This design comes from an exercise in tuning for small area on the open sky130 flow, not from production work. The RTL was checked by simulation tests, not by an equivalence proof against the original design. The flow treats the clock pin as an ideal source, which a real chip does not have. No activity file was given, so power comes from the tool's default toggle rates.

$ cat flow/flow/hfix.py
# Nets with a large fanout driven by a weak inverting gate: drive them instead from the
# gate's non-inverting form followed by an inv_2 (3.75 um2, 0.33 pF max cap), which is
# smaller than the upsized gate plus buffer that the placer's repair would add.
# usage: hfix.py LIB in.v out.v
import re,sys,collections
lib=open(sys.argv[1]).read()
def cell(c):
    i=lib.find('cell ("sky130_fd_sc_hd__%s")'%c)
    if i<0: return None
    j=lib.find('\n    cell (',i+10); return lib[i:j]
def maxcap(c):
    s=cell(c); m=re.findall(r'max_capacitance\s*:\s*([\d.]+)',s) if s else []
    return float(m[0]) if m else 0.0
def pincap(c,p):
    s=cell(c)
    if not s: return 0.004
    i=s.find('pin ("%s")'%p)
    if i<0: return 0.004
    m=re.search(r'capacitance\s*:\s*([\d.]+)',s[i:]); return float(m.group(1))
v=open(sys.argv[2]).read()
inst_re=re.compile(r'(\n\s*)(sky130_fd_sc_hd__(\w+))\s+(\S+)\s*\((.*?)\);',re.S)
insts=[(m.group(3),m.group(4),m.group(5),m) for m in inst_re.finditer(v)]
load=collections.Counter(); fan=collections.Counter(); drv={}
for t,n,body,m in insts:
    for p,net in re.findall(r'\.(\w+)\(([^()]*)\)',body):
        net=net.strip()
        if p in ('X','Y','Q','Q_N','HI','LO','COUT','SUM'): drv[net]=(t,n,p)
        else:
            load[net]+=pincap(t,p); fan[net]+=1
pairs=[]
for net,(t,n,p) in drv.items():
    if p!='Y' or fan[net]<10: continue
    est=load[net]+0.004*fan[net]+0.02
    if maxcap(t)>=est: continue
    base,size=t.rsplit('_',1)
    if base.endswith('oi'): nb=base[:-2]+'o'
    elif base.endswith('ai'): nb=base[:-2]+'a'
    elif base.startswith('nor'): nb='or'+base[3:]
    elif base.startswith('nand'): nb='and'+base[4:]
    else: continue
    if base.endswith('bai'): nb=base[:-3]+'ba'
    if base.endswith('boi'): nb=base[:-3]+'bo'
    if not cell(nb+'_1'): continue
    pairs.append((net,t,n,nb+'_1',est))
out=v; k=0; decl=[]
for net,t,n,nt,est in pairs:
    w='hfix_%d'%k; k+=1
    m=re.search(r'(\n\s*)sky130_fd_sc_hd__%s\s+%s\s*\((.*?)\);'%(re.escape(t),re.escape(n)),out,re.S)
    body=m.group(2)
    nbody=re.sub(r'\.Y\(\s*%s\s*\)'%re.escape(net), '.X(%s)'%w, body)
    assert nbody!=body
    new='%ssky130_fd_sc_hd__%s %s (%s);%ssky130_fd_sc_hd__inv_2 %s_inv (.A(%s), .Y(%s));'%(m.group(1),nt,n,nbody,m.group(1),w,w,net if net.startswith('\\')==False else net+' ')
    out=out[:m.start()]+new+out[m.end():]
    decl.append('  wire %s;'%w)
    sys.stderr.write('hfix: %s %s -> %s + inv_2 (fanout %d, est %.3f pF, max %.3f)\n'%(n,t,nt,fan[net],est,maxcap(t)))
if decl:
    i=re.search(r'\n\s*sky130_fd_sc_hd__',out).start()
    out=out[:i]+'\n'+'\n'.join(decl)+out[i:]
open(sys.argv[3],'w').write(out)
$ cat flow/flow/cts_hook.tcl
# Runs before ORFS's CTS step (PRE_CTS_TCL): builds the clock tree by hand, a root
# inverter and one inverter per group of flip-flops, placed at the group's centre.
# ORFS's clock_tree_synthesis then gets -clk_nets clk, which now has one sink, so it
# adds nothing; repair_clock_inverters is made a no-op so it keeps this tree as it is.
source [file join [file dirname [info script]] my_cts.tcl]
my_cts 2 2 sky130_fd_sc_hd__inv_4 sky130_fd_sc_hd__inv_8
global_connect
proc repair_clock_inverters { args } { }
$ cat flow/flow/run.sh
#!/bin/bash
# The standard layout (standard.sh) with three changes:
#  1. after the standard synthesis, the combinational logic between the registers is
#     re-mapped by ABC for area (registers, their names and cell types are untouched),
#     and nets with a large fanout get a non-inverting gate and an inv_2 as driver;
#  2. port buffers are made from the smallest buffer cell;
#  3. the clock tree is built by flow/cts_hook.tcl instead of TritonCTS.
set -euo pipefail
WORK=$(pwd)
LIB=$FLOW_HOME/platforms/$FLOW_PLATFORM/lib/sky130_fd_sc_hd__tt_025C_1v80.lib
YOSYS=$FLOW_HOME/../tools/install/yosys/bin/yosys
[[ -x $YOSYS ]] || YOSYS=yosys
R=$WORK/orfs/results/$FLOW_PLATFORM/MPU_accel_controller/base

export BUFFER_PORTS_ARGS="-buffer_cell sky130_fd_sc_hd__buf_1"
export PRE_CTS_TCL=$WORK/flow/cts_hook.tcl
export CTS_ARGS="-clk_nets clk -dont_use_dummy_load"

# 1. standard synthesis
bash standard.sh synth > synth_make.log 2>&1
cp $R/1_2_yosys.v $WORK/standard_synth.v

# 2. re-map the combinational logic
grep -o 'sky130_fd_sc_hd__[a-z0-9_]*' standard_synth.v | sort -u > used_cells.txt
python3 flow/mkmodels.py $LIB used_cells.txt > cell_models.v
cat > resynth.ys <<EOF
read_liberty -lib $LIB
read_verilog -overwrite cell_models.v
read_verilog standard_synth.v
hierarchy -top $FLOW_TOP
flatten
read_liberty -lib -overwrite $LIB
techmap
opt -purge
abc -script flow/abc_area.scr -liberty $LIB -dont_use *probe* -dont_use *lpflow* -dont_use *bleeder*
opt_clean -purge
hilomap -singleton -hicell sky130_fd_sc_hd__conb_1 HI -locell sky130_fd_sc_hd__conb_1 LO
insbuf -buf sky130_fd_sc_hd__buf_4 A X
check -assert -mapped
stat -liberty $LIB
write_verilog -nohex -nodec resynth.v
EOF
$YOSYS -l resynth.log -q resynth.ys > resynth_stdout.log 2>&1
# nets with a large fanout from a weak inverting gate: non-inverting gate + inv_2
python3 flow/hfix.py $LIB resynth.v resynth_hfix.v 2> hfix.log
cp resynth_hfix.v $R/1_2_yosys.v

# 3. the rest of the standard layout, from the re-mapped netlist
bash standard.sh > standard_flow.log 2>&1
$ cat flow/design.v
`timescale 1ns / 1ps
`timescale 1ns / 1ps
module MPU_accel_controller(
    input clk,
    input reset,
    output reg [15:0] accel_x,
    output reg [15:0] accel_y,
    output reg [15:0] accel_z,
    output SPI_SS_a,
    output SPI_CK_a,
    output SPI_DO_a,
    input SPI_DI_a,
    output reg arm_read_enable_a
    );
reg [5:0]  c;
reg [5:0]  lo;
reg [7:0]  hi;
reg        ss;
reg [15:0] srn;      
wire [2:0] f = hi[2:0];
wire g      = (hi[7:3] == 5'd0);                     
wire tick   = (c == 6'b100101);                               
wire k1     = ~c[4] & ~c[2] & ~c[1] & ~c[0];                  
wire lo1    = (lo == 6'd1);
wire [5:0] c_adv = {c[4:0], c[5] ^ c[0]};
wire cgap   = (f == 3'd0) ? c[3] :                   
              f[0]        ? c[2] :                   
                            c[1];                    
wire start  = g & ~(&f) & lo[5] & lo[1] & lo[0] & cgap;
wire hi255  = &hi;
wire lo42   = lo[5] & lo[3] & lo[1];                 
wire zlend  = hi255 & lo42 & c[4] & c[1];            
always @(posedge clk) begin
    if (reset) begin
        c  <= 6'b011000;     
        lo <= 6'd1;
        hi <= 8'd0;
    end else if (zlend) begin
        c  <= 6'b010000;
        lo <= 6'd1;
        hi <= 8'd2;
    end else begin
        c  <= (start | (g & tick)) ? 6'b010000 : c_adv;
        lo <= start ? 6'd1 : lo + {5'd0, tick};
        hi <= hi + {7'd0, start | (tick & (&lo))};
    end
end
always @(posedge clk) begin
    if (reset)
        ss <= 1'b1;
    else if (g && lo1 && ((~c[5] & ~c[3] & ~c[2] & ~c[1] & ~c[0]) ||    
                          (~c[5] & ~c[4] & ~c[2] & c[1] & ~c[0])))    
        ss <= 1'b0;
    else if (lo == 6'd34 && k1)
        ss <= 1'b1;
end
wire isA = (f == 3'd0), isB = (f == 3'd1), isZL = (f == 3'd7);
reg abit;
always @* begin
    case (lo[3:1])
        3'd0: abit = 1'b0;
        3'd1: abit = ~isB;                           
        3'd2: abit = isA | isZL;                     
        3'd3: abit = ~isZL;                          
        3'd4: abit = ~isZL;                          
        3'd5: abit = ~isA & ~isB & ~isZL;            
        3'd6: abit = ~(f == 3'd2) & ~isZL;           
        default: abit = f[1] ^ f[0];                 
    endcase
end
wire lo16_18 = ~lo[5] & lo[4] & ~lo[3] & ~lo[2] & ~(lo[1] & lo[0]);
wire lo31_32 = (lo == 6'd31) | (lo == 6'd32);
wire dbit = (lo[5:4] == 2'b00) ? abit
          : (~f[0] | (isB & (lo16_18 | lo31_32)));
assign SPI_SS_a = ss;
assign SPI_CK_a = ss | lo[0];
assign SPI_DO_a = ~ss & dbit;
wire sample = g && tick && ~lo[0] && !isB &&
              ((lo[5:4] == 2'b01 && lo[3:1] != 3'd0) || lo == 6'd32);
always @(posedge clk)
    if (sample) srn <= {srn[14:0], ~SPI_DI_a};
wire ld   = g && lo1 && k1 && f[0] && (f[1] | f[2]);
wire ld_x = reset | (ld && f[2:1] == 2'b01);
wire ld_y = reset | (ld && f[2:1] == 2'b10);
wire ld_z = reset | (ld && f[2:1] == 2'b11);
wire [15:0] word = ~({srn[7:0], srn[15:8]} | {16{reset}});
always @(posedge clk) begin
    if (ld_x) accel_x <= word;
    if (ld_y) accel_y <= word;
    if (ld_z) accel_z <= word;
end
always @(posedge clk) begin
    if (reset)
        arm_read_enable_a <= 1'b0;
    else if (hi255 && lo[4] && lo[3] && ~lo[2] && lo[1] && ~lo[0] && c == 6'b110101)
        arm_read_enable_a <= 1'b1;
    else if (hi255 && lo42 && ~c[3] && c[2] && c[0])    
        arm_read_enable_a <= 1'b0;
end
endmodule
$ cat flow/constraint.sdc
create_clock -name core_clock -period 5.0 [get_ports {clk}]
set_input_delay 1.0000 -clock core_clock [delete_from_list [all_inputs] [get_ports {clk}]]
set_output_delay 1.0000 -clock core_clock [all_outputs]
set_load 0.01 [all_outputs]
$ cat flow/flow/abc_area.scr
strash
&get -n
&deepsyn -T 90
&put
dch
amap
topo
dnsize
$ cat flow/config.mk
export PLATFORM = sky130hd
export DESIGN_NAME = MPU_accel_controller
export DESIGN_NICKNAME = MPU_accel_controller
export VERILOG_FILES = /design/flow/design.v
export SDC_FILE = /design/flow/constraint.sdc
export NUM_CORES = 4
export LEC_CHECK = 0
export CAP_MARGIN = 20
export CORE_MARGIN = 2
export CORE_UTILIZATION = 40
export SLEW_MARGIN = 20
$ cat flow/standard.sh
#!/bin/bash
# synth_recipe.tcl (not shown) runs the flow's synth.tcl, then flattens the netlist and writes it again
# the make line also repeats each setting of config.mk as NAME=value (left out here)
make -C /OpenROAD-flow-scripts/flow DESIGN_CONFIG=/design/flow/config.mk WORK_HOME=/design/flow/orfs CLKGATE_MAP_FILE= SYNTH_SCRIPT=/design/flow/synth_recipe.tcl "${@:-finish}"
$ cat flow/flow/my_cts.tcl
# Clock buffering without TritonCTS: the clock port drives a root cell, which drives
# one leaf cell per group of flip-flops (groups split by position: columns, then rows).
# root "" : the port drives the leaves directly. Root and leaves must together not invert.
proc my_cts { cols rows root_master leaf_master } {
  set db [ord::get_db]
  set block [ord::get_db_block]
  set clknet [$block findNet clk]
  set leaf [$db findMaster $leaf_master]
  set sinks {}
  foreach it [$clknet getITerms] {
    set inst [$it getInst]
    set box [$inst getBBox]
    lappend sinks [list $it [expr { ([$box xMin] + [$box xMax]) / 2 }] [expr { ([$box yMin] + [$box yMax]) / 2 }]]
  }
  set sinks [lsort -integer -index 1 $sinks]
  set n [llength $sinks]
  set groups {}
  for { set c 0 } { $c < $cols } { incr c } {
    set col [lrange $sinks [expr { $c * $n / $cols }] [expr { ($c + 1) * $n / $cols - 1 }]]
    set col [lsort -integer -index 2 $col]
    set m [llength $col]
    for { set r 0 } { $r < $rows } { incr r } {
      lappend groups [lrange $col [expr { $r * $m / $rows }] [expr { ($r + 1) * $m / $rows - 1 }]]
    }
  }
  set drv $clknet
  if { $root_master != "" } {
    set rinst [odb::dbInst_create $block [$db findMaster $root_master] "clkroot_0"]
    set drv [odb::dbNet_create $block "clknet_root"]
    $drv setSigType CLOCK
    [lindex [$rinst getITerms] 0] connect $clknet
    foreach it [$rinst getITerms] {
      if { [$it isOutputSignal] } { $it connect $drv }
      if { [$it isInputSignal] } { $it connect $clknet }
    }
  }
  set g 0
  set lx 0; set ly 0
  foreach grp $groups {
    set inst [odb::dbInst_create $block $leaf "clkleaf_$g"]
    set net [odb::dbNet_create $block "clknet_leaf_$g"]
    $net setSigType CLOCK
    foreach it [$inst getITerms] {
      if { [$it isOutputSignal] } { $it connect $net }
      if { [$it isInputSignal] } { $it connect $drv }
    }
    set sx 0; set sy 0
    foreach s $grp {
      set it [lindex $s 0]
      $it disconnect
      $it connect $net
      set sx [expr { $sx + [lindex $s 1] }]
      set sy [expr { $sy + [lindex $s 2] }]
    }
    set k [llength $grp]
    set x [expr { $sx / $k }]; set y [expr { $sy / $k }]
    $inst setLocation $x $y
    $inst setPlacementStatus PLACED
    set lx [expr { $lx + $x }]; set ly [expr { $ly + $y }]
    incr g
  }
  if { $root_master != "" } {
    $rinst setLocation [expr { $lx / $g }] [expr { $ly / $g }]
    $rinst setPlacementStatus PLACED
  }
}
$ cat flow/flow/mkmodels.py
# Verilog functional models of the combinational cells in a netlist, from the liberty file.
import re,sys
lib=open(sys.argv[1]).read(); used=set(open(sys.argv[2]).read().split())
out=[]
for m in re.finditer(r'\n\s*cell\s*\(\s*"?(\w+)"?\s*\)\s*\{',lib):
    name=m.group(1)
    if name not in used: continue
    # cell body: up to next top-level cell
    start=m.end(); nxt=lib.find('\n    cell (',start); body=lib[start:nxt if nxt>0 else len(lib)]
    if re.search(r'\bff\s*\(|\blatch\s*\(|statetable',body): continue
    pins=[]; fns={}
    for pm in re.finditer(r'\n\s*pin\s*\(\s*"?(\w+)"?\s*\)\s*\{',body):
        pn=pm.group(1); seg=body[pm.end():pm.end()+20000]
        d=re.search(r'direction\s*:\s*"?(\w+)"?',seg).group(1)
        pins.append((pn,d))
        if d=='output':
            f=re.search(r'function\s*:\s*"([^"]*)"',seg[:seg.find('timing')] if 'timing' in seg else seg)
            fns[pn]=f.group(1)
    ports=', '.join(p for p,_ in pins)
    lines=['module %s(%s);'%(name,ports)]
    for p,d in pins: lines.append('  %s %s;'%('input' if d=='input' else 'output',p))
    for p,f in fns.items():
        e=f.replace('!','~').replace('*','&').replace('+','|')
        lines.append('  assign %s = %s;'%(p,e))
    lines.append('endmodule')
    out.append('\n'.join(lines))
print('\n'.join(out))
==> results.txt <==
* Initial Util at between 40% and 50%
* Largest net degree at the start of global routing at 23
* Largest delay share family, worst path: simple AND/OR/NAND/NOR gates
* # port buffers at 54
* Num rows at 32
* Status: timing/DRC/antenna clean
* Setup Viol. Count Final at 0
* Maximum fanout along the worst path at 7
* GRT overflow at 0
* Fin. max-slew vios at 0
* Cell count after synthesis at roughly 230
* Core ar. at 0.007607 mm²
* Layout cell share with drive strength beyond 1 at between 3 and 4%
* Number of max-cap violations at 0
* Critical Path Start Type: flop
* First-pass GRT wire length at about 8.8 mm
* Initial DRT Pass Iterations at 4
* Final Cycle Share at approximately 67%
* Busiest layer in global routing: met2
* Die height at about 92 µm
* Post-synthesis area per instance at between 10 and 15 µm²
* Power per cell area at 316.3 mW/mm²
* N_diodes at 0
* Max Clock Skew at ~18 ps
* Yosys Warn Count at 1
* Initial antenna violation count at 0
* Detailed Route WL at roughly 5.6 mm
* Area Overhead vs Synth at 12.61%
* Critical Path RT at approximately 4000 ps
* Worst Tran Pin Value at 788.0 ps
* Antenna-violating nets left at 0
* Post-CTS Setup Repair Bufs at 0
* Chip width at 91.83 µm
* Setup_tns at 0 ps
* Number of global-route vias before repair at ~1.7k
* Met1 Use GR at between 15 and 20%
* Cell Chain, Critical Path: clkinv_1 > nor2_1 > nand2_1 > o22a_1 > nor2_1 > nor3_1 > a2111oi_0 > a2111oi_0 > nor2_1 > nor2_1 > buf_1
* Slowest CP cell: dfxtp_1
* Crit path time final at 3360 ps
* CTS clk-pin slew, worst paths at roughly 100 ps
* Achievable frequency at 297.6 MHz
* Via Count at roughly 1.9k
* Resize count post-CTS at 0
* Met2 Use GR at around 22%
* DRT iter0 DRCs at between 60 and 70
* Crit-path max cell delay at ~450 ps
* Mapped cell area at between 0.003 and 0.004 mm²
* Routability cong. at about 0.86
* Slew HR at between 40 and 50%
* GRT Overall Usage at between 10 and 15%
* Worst skew pair latency at about 220 ps
* Post-DP HPWL at 3.929 mm
* Final hold violation count at 0
* WL/cell at between 10 and 15 µm
* IO Pins at 55
* Nets at approximately 300
* Critical path arrival at about 2400 ps
* Maximum vdd drop at 0.0001146 V
* RSZ-0062 raised after global routing: no
* Hold WS at around 460 ps
* Die area at ~0.0084 mm²
* Kind of critical path: flop to output port
* Hold WC Path Type: flop to flop
* GR met3 Demand/Resource at 1.561%
* # hold bufs at CTS at 0
* DRC at 0
* Critical path buffers and inverters at 2
* Worst Setup End Kind: output port
* Leak Pwr at between 1 and 1.5 nW
* Vias per cell at 4.914
* Synthesized Nets at between 200 and 250
* Most common cell on crit path: nor2_1
==> report_power, final <==
group	total (mW)	leakage (nW)	switching [mW]	internal, mW
logic	0.0553	0.292	0.0407	0.0146
clock network	0.248	0.0287	0.216	0.0321
registers	0.795	0.804	0.00793	0.788
==> worst paths after layout <==
path | to | cells after the start | startpoint | slack [ps]
min | srn[13]$_DFFE_PP_ | 0 | srn[12]$_DFFE_PP_ | 460
max | SPI_DO_a | 11 | hi[0]$_SDFF_PP0_ | 1640
max reg2reg | c[3]$_SDFF_PP1_ | 9 | hi[0]$_SDFF_PP0_ | 1970
min reg2reg | srn[13]$_DFFE_PP_ | 0 | srn[12]$_DFFE_PP_ | 460
==> metal layers <==
| metal | vias up | part of all wire (%) |
|---|---|---|
| met2 | 56 | 48 |
| li1 | 967 | - |
| met4 | 0 | 1.7 |
| met3 | 8 | 5.2 |
| met5 | - | 0 |
| met1 | 905 | 45 |
==> layout make-up <==
type / instances / area [µm²]
Fill cell: 729 / 4133
Sequential cell: 86 / 2362
Multi-Input combinational cell: 121 / 629.4
Timing Repair Buffer: 55 / 210.2
Inverter: 30 / 145.1
Tap cell: 102 / 127.6
==> flip-flops by register name, indices dropped and copies added, names as in the netlist <==
name	flops
srn	16
hi	8
ss	1
c	6
accel_y	16
arm_read_enable_a	1
accel_x	16
lo	6
accel_z	16
==> cells in the final DEF (no fill, tap or decap), types with 3 or more instances in the layout <==
master	instances
a211oi_1	6
nor2_1	44
dfxtp_1	22
nand2_1	14
clkinv_1	22
inv_8	4
a21oi_1	3
nor4_1	3
or2_0	6
a221oi_1	3
nor3_1	9
o21ai_0	7
a2111oi_0	3
inv_2	3
nand3_1	5
nand4_1	3
edfxtp_1	64
buf_1	54
==> stage by stage <==
step | worst slack (ps) | utilization (%) | cell area, µm² | cells | power (mW)
2_1_floorplan | 2400 | - | 3085 | 232 | 0.8420
3_3_place_gp | 1757 | 45.00 | 3423 | 389 | 0.8679
3_5_place_dp | 1926 | 45.00 | 3423 | 389 | 0.8682
4_1_cts | 1911 | 45.67 | 3475 | 394 | 1.060
5_1_grt | 1381 | 45.67 | 3475 | 394 | 1.142
6_report | 1640 | 45.67 | 3475 | 394 | 1.099

==> re-timing with driven ports <==
No port has a modelled driver above. Below, the same layout with a new extraction and two added sets of constraints.
Step 1, drivers: a clkbuf_16 drives clk and a buf_2 each remaining input, both assumed.
Step 2 also shifts input and output timing later by t, the mid clock arrival at the registers, as if the neighbouring blocks saw the same clock.
Slacks: ideal ports / drivers / drivers and shift; pairs: ideal ports / drivers.
t, ns: 0.242
setup WS [ns]: 1.640 / 1.606 / 1.848
worst slew at a driven data input, ns: 0.03
After both steps setup and hold are still met in this run. The setup slack of this run moves by -0.034 ns with the drivers and by +0.208 ns with both steps.
